This design comes from an exercise in tuning for small area on the open sky130 flow, not from production work. No activity file was given, so power comes from the tool's default toggle rates.

rev 12:
==> flow/design.v <==
`timescale 1ns / 1ps
`default_nettype none
module ay_period_counter #(parameter W = 12) (
  input wire clk,
  input wire rst_n,        
  input wire tick,
  input wire [W-1:0] period_n,    
  output wire wrap
  );
  reg [W-1:0] cnt;
  reg [W:0] ge;            
  reg [W:0] cy;            
  reg [W-1:0] nxt;
  integer i;
  always @* begin
    ge[0] = 1'b1;
    cy[0] = tick;
    for (i = 0; i < W; i = i + 1) begin
      ge[i+1] = (cnt[i] & period_n[i]) | ((cnt[i] | period_n[i]) & ge[i]);
      cy[i+1] = cy[i] & cnt[i];
      nxt[i]  = cnt[i] ^ cy[i];
    end
  end
  assign wrap = tick & ge[W];
  wire clr = ~rst_n | wrap;
  always @(posedge clk)
    cnt <= clr ? {{(W-1){1'b0}}, 1'b1} : nxt;
endmodule
module ay_3_8192 (
  input wire clk,
  input wire clken,
  input wire rst_n,
  input wire a8,
  input wire bdir,
  input wire bc1,
  input wire [7:0] din,
  input wire [7:0] din_z,      
  output reg [7:0] dout,       
  output wire rd_ok,           
  output wire midi,            
  output wire [7:0] channel_a,
  output wire [7:0] channel_b,
  output wire [7:0] channel_c
  );
  reg [3:0] ra;
  reg ra_ok;
  wire latch = a8 & bdir & bc1;
  always @(posedge clk)
    if (~rst_n | latch) begin
      ra    <= din_z[3:0];
      ra_ok <= ~rst_n | (din[7:4] == 4'b0000);
    end
  wire wr = a8 & bdir & ~bc1 & ra_ok;
  assign rd_ok = ~bdir & bc1 & ra_ok;
  wire [15:0] we;
  genvar g;
  generate
    for (g = 0; g < 16; g = g + 1) begin : dec
      assign we[g] = ~rst_n | (wr & (ra == g));
    end
  endgenerate
  reg [11:0] period_a_n, period_b_n, period_c_n;    
  reg [4:0] noise_period_n;
  reg [7:0] enable_chan;
  reg [4:0] vol_a, vol_b, vol_c;    
  reg [15:0] envelope_period_n;
  reg [3:0] envelope_shape;
  reg [7:0] reg_port_a, reg_port_b;
  always @(posedge clk) begin
    if (we[0])  period_a_n[7:0]       <= ~din_z;
    if (we[1])  period_a_n[11:8]      <= ~din_z[3:0];
    if (we[2])  period_b_n[7:0]       <= ~din_z;
    if (we[3])  period_b_n[11:8]      <= ~din_z[3:0];
    if (we[4])  period_c_n[7:0]       <= ~din_z;
    if (we[5])  period_c_n[11:8]      <= ~din_z[3:0];
    if (we[6])  noise_period_n        <= ~din_z[4:0];
    if (we[7])  enable_chan           <= din | {8{~rst_n}};
    if (we[8])  vol_a                 <= din_z[4:0];
    if (we[9])  vol_b                 <= din_z[4:0];
    if (we[10]) vol_c                 <= din_z[4:0];
    if (we[11]) envelope_period_n[7:0]  <= ~din_z;
    if (we[12]) envelope_period_n[15:8] <= ~din_z;
    if (we[13]) envelope_shape        <= din_z[3:0];
    if (we[14]) reg_port_a            <= din_z;
    if (we[15]) reg_port_b            <= din_z;
  end
  assign midi = reg_port_a[2];
  always @* begin
    case (ra)
      4'd0 : dout = ~period_a_n[7:0];
      4'd1 : dout = {4'b0000, ~period_a_n[11:8]};
      4'd2 : dout = ~period_b_n[7:0];
      4'd3 : dout = {4'b0000, ~period_b_n[11:8]};
      4'd4 : dout = ~period_c_n[7:0];
      4'd5 : dout = {4'b0000, ~period_c_n[11:8]};
      4'd6 : dout = {3'b000, ~noise_period_n};
      4'd7 : dout = enable_chan;
      4'd8 : dout = {3'b000, vol_a};
      4'd9 : dout = {3'b000, vol_b};
      4'd10: dout = {3'b000, vol_c};
      4'd11: dout = ~envelope_period_n[7:0];
      4'd12: dout = ~envelope_period_n[15:8];
      4'd13: dout = {4'b0000, envelope_shape};
      4'd14: dout = reg_port_a & {8{enable_chan[6]}};
      default: dout = reg_port_b | {8{~enable_chan[7]}};
    endcase
  end
  reg [3:0] presc;
  always @(posedge clk)
    presc <= {4{rst_n}} & (presc + {3'b000, clken});
  wire tick     = clken & (presc[2:0] == 3'b000);
  wire tick_env = tick & ~presc[3];
  wire wrap_a, wrap_b, wrap_c, wrap_n;
  ay_period_counter #(12) cnt_a (.clk(clk), .rst_n(rst_n), .tick(tick), .period_n(period_a_n), .wrap(wrap_a));
  ay_period_counter #(12) cnt_b (.clk(clk), .rst_n(rst_n), .tick(tick), .period_n(period_b_n), .wrap(wrap_b));
  ay_period_counter #(12) cnt_c (.clk(clk), .rst_n(rst_n), .tick(tick), .period_n(period_c_n), .wrap(wrap_c));
  ay_period_counter #(5)  cnt_n (.clk(clk), .rst_n(rst_n), .tick(tick), .period_n(noise_period_n), .wrap(wrap_n));
  reg tone_a, tone_b, tone_c, tone_noise;
  reg [16:0] noise_shiftreg;
  always @(posedge clk) begin
    tone_a     <= rst_n & (tone_a ^ wrap_a);
    tone_b     <= rst_n & (tone_b ^ wrap_b);
    tone_c     <= rst_n & (tone_c ^ wrap_c);
    tone_noise <= rst_n & (tone_noise ^ (wrap_n & noise_shiftreg[0]));
    if (~rst_n | wrap_n)
      noise_shiftreg <= rst_n ? {noise_shiftreg[0] ^ noise_shiftreg[3], noise_shiftreg[16:1]} : 17'h00001;
  end
  wire tone_noise_a = (tone_a | enable_chan[0]) & (tone_noise | enable_chan[3]);
  wire tone_noise_b = (tone_b | enable_chan[1]) & (tone_noise | enable_chan[4]);
  wire tone_noise_c = (tone_c | enable_chan[2]) & (tone_noise | enable_chan[5]);
  wire env_rst_n = rst_n & ~(wr & (ra == 4'd13));
  wire wrap_e;
  ay_period_counter #(16) cnt_e (.clk(clk), .rst_n(env_rst_n), .tick(tick_env), .period_n(envelope_period_n), .wrap(wrap_e));
  reg [4:0] env_seq;
  reg env_first;
  always @(posedge clk) begin
    if (~env_rst_n | wrap_e)
      env_seq <= {5{env_rst_n}} & (env_seq + 5'd1);
    env_first <= ~env_rst_n | (env_first & ~(wrap_e & (env_seq[3:0] == 4'b1111) & ~env_seq[4]));
  end
  wire cont   = envelope_shape[3];
  wire attack = envelope_shape[2];
  wire altern = envelope_shape[1];
  wire hold   = envelope_shape[0];
  reg [3:0] envelope;
  always @* begin
    if (env_first)
      envelope = env_seq[3:0] ^ {4{~attack}};
    else if (~cont)
      envelope = 4'b0000;
    else if (hold)
      envelope = {4{attack ^ altern}};
    else
      envelope = env_seq[3:0] ^ {4{~attack ^ (altern & env_seq[4])}};
  end
  reg [3:0] lin_a, lin_b, lin_c;      
  reg [3:0] lvl_a, lvl_b, lvl_c;      
  always @(posedge clk) begin
    if (clken) begin
      lin_a <= (vol_a[4] ? envelope : vol_a[3:0]) & {4{tone_noise_a}};
      lin_b <= (vol_b[4] ? envelope : vol_b[3:0]) & {4{tone_noise_b}};
      lin_c <= (vol_c[4] ? envelope : vol_c[3:0]) & {4{tone_noise_c}};
      lvl_a <= lin_a;
      lvl_b <= lin_b;
      lvl_c <= lin_c;
    end
  end
  localparam [127:0] lin2log = {8'd255, 8'd208, 8'd166, 8'd130,
                                8'd98,  8'd77,  8'd55,  8'd34,
                                8'd29,  8'd18,  8'd13,  8'd9,
                                8'd6,   8'd4,   8'd3,   8'd0};
  assign channel_a = lin2log[lvl_a*8 +: 8];
  assign channel_b = lin2log[lvl_b*8 +: 8];
  assign channel_c = lin2log[lvl_c*8 +: 8];
endmodule
`timescale 1ns / 1ps
`default_nettype none
module turbosound (
    input wire clk,
    input wire clk35en,
    input wire clk175en,
    input wire reset_n,
    input wire disable_ay,
    input wire disable_turboay,
    input wire bdir,
    input wire bc1,
    input wire [7:0] din,
    output reg [7:0] dout,
    output reg oe,
    output reg midi_out,
    output wire [23:0] audio_out_ay1_splitted,
    output wire [23:0] audio_out_ay2_splitted
    );
  reg ay_select;
  wire sel_en = ~reset_n | (~disable_ay & ~disable_turboay & bdir & bc1 & (&din[7:1]));
  always @(posedge clk)
    if (sel_en)
      ay_select <= ~reset_n | din[0];
  wire [7:0] din_z = din & {8{reset_n}};
  wire rd_ok1, rd_ok2;
  wire [7:0] dout_ay1, dout_ay2;
  wire midi1, midi2;
  always @* begin
    if (ay_select == 1'b0) begin
      midi_out = midi2;
      dout = dout_ay2;
      oe = ~disable_ay & ~disable_turboay & rd_ok2;
    end
    else begin
      midi_out = midi1;
      dout = dout_ay1;
      oe = ~disable_ay & rd_ok1;
    end
  end
  ay_3_8192 ay1 (
    .clk(clk),
    .clken(~disable_ay & clk175en),
    .rst_n(reset_n),
    .a8(ay_select),
    .bdir(bdir),
    .bc1(bc1),
    .din(din),
    .din_z(din_z),
    .dout(dout_ay1),
    .rd_ok(rd_ok1),
    .midi(midi1),
    .channel_a(audio_out_ay1_splitted[23:16]),
    .channel_b(audio_out_ay1_splitted[15:8]),
    .channel_c(audio_out_ay1_splitted[7:0])
  );
  ay_3_8192 ay2 (
    .clk(clk),
    .clken(~disable_ay & ~disable_turboay & clk175en),
    .rst_n(reset_n),
    .a8(~ay_select),
    .bdir(bdir),
    .bc1(bc1),
    .din(din),
    .din_z(din_z),
    .dout(dout_ay2),
    .rd_ok(rd_ok2),
    .midi(midi2),
    .channel_a(audio_out_ay2_splitted[23:16]),
    .channel_b(audio_out_ay2_splitted[15:8]),
    .channel_c(audio_out_ay2_splitted[7:0])
  );
endmodule
==> flow/config.mk <==
export PLATFORM = sky130hd
export DESIGN_NAME = turbosound
export DESIGN_NICKNAME = turbosound
export VERILOG_FILES = /design/flow/design.v
export SDC_FILE = /design/flow/constraint.sdc
export NUM_CORES = 4
export LEC_CHECK = 0
export ABC_AREA = 1
export CAP_MARGIN = 20
export CORE_MARGIN = 2
export CORE_UTILIZATION = 75
export SLEW_MARGIN = 20
==> flow/constraint.sdc <==
create_clock -name core_clock -period 10.0 [get_ports {clk}]
set_input_delay 2.0000 -clock core_clock [delete_from_list [all_inputs] [get_ports {clk}]]
set_output_delay 2.0000 -clock core_clock [all_outputs]
set_load 0.01 [all_outputs]
standard.sh (not shown) runs the stock make flow with config.mk's settings and CLKGATE_MAP_FILE= SYNTH_SCRIPT=/design/flow/synth_recipe.tcl, a recipe that flattens the netlist after the stock synthesis.
==> flow/flow/run.sh <==
#!/bin/bash
# Standard ORFS layout through the standard.sh, with these changes:
#  - synthesis: same script, but ABC maps with an area-oriented script
#    (flow/abc_area.script) and Yosys does not pre-extract half/full adders,
#    so ABC optimises that logic too; registers are untouched
#  - clock tree: no dummy loads, sink clusters of up to 15, clkbuf_8 buffers
#  - port buffers: buf_1
set -euo pipefail
W=$PWD
rm -rf "$W/scripts_local"
cp -r "$FLOW_HOME/scripts" "$W/scripts_local"
cp "$W/flow/abc_area.script" "$W/scripts_local/abc_area.script"
export CTS_ARGS="-sink_clustering_enable -repair_clock_nets -dont_use_dummy_load -sink_clustering_size 15 -sink_clustering_max_diameter 80 -buf_list sky130_fd_sc_hd__clkbuf_8"
export BUFFER_PORTS_ARGS="-buffer_cell sky130_fd_sc_hd__buf_1"
bash standard.sh SCRIPTS_DIR="$W/scripts_local" ADDER_MAP_FILE= finish > standard.log 2>&1
==> flow/flow/abc_area.script <==
&get -n
&st
&syn2
&dch -f
&nf -a -p -F 8 -A 4
&st
&syn2
&dch -f
&nf -a -p -F 8 -A 4
&put
topo
Rev 12: PASS, flow complete, no timing, DRC or antenna violations
Setup changes, rev 12 to rev 13
Settings: a change of CORE_UTILIZATION from 75 to 60.
--- outcome ---
- Compared to rev 12, rev 13 has wire length on met3 about 26% lower.
- Lower clock network power share was reported by rev 12, not rev 13.
- Relative to rev 12, clock skew increased by 0.0083 ns in rev 13.
- The fmax on rev 12 is in line with that on rev 13.
- Rev 13 vs. rev 12: worst setup slack went down; net switching power of the design shows no meaningful change.
No functional check of the RTL was part of any run of this note.

-- afterwards: timing with drivers on the ports --
How much do the figures lean on ideal ports? The routed layouts below were timed once more, with nothing changed but the port constraints. Step 1, drivers: a clkbuf_16 drives clk and a buf_2 each remaining input, both assumed. Step 2 moves the port delays by t, midway between the first and last clock arrival at a register: inputs arrive t later, outputs are due t later. That takes back most of the time a late clock gives input paths. a / b / c = ideal ports / drivers / drivers and shift; a / b = the first two.
| run | shift t [ns] | setup slack, ns | worst setup path after step 2 |
|---|---|---|---|
| rev 12 | 0.599 | 4.449 / 4.402 / 4.284 | input to register |
| rev 13 | 0.597 | 4.438 / 4.391 / 4.419 | input to register |
After both steps setup and hold are still met in every run listed. For rev 12, which loses most, drivers alone change the setup slack by -0.047 ns; drivers and shift together by -0.165 ns.
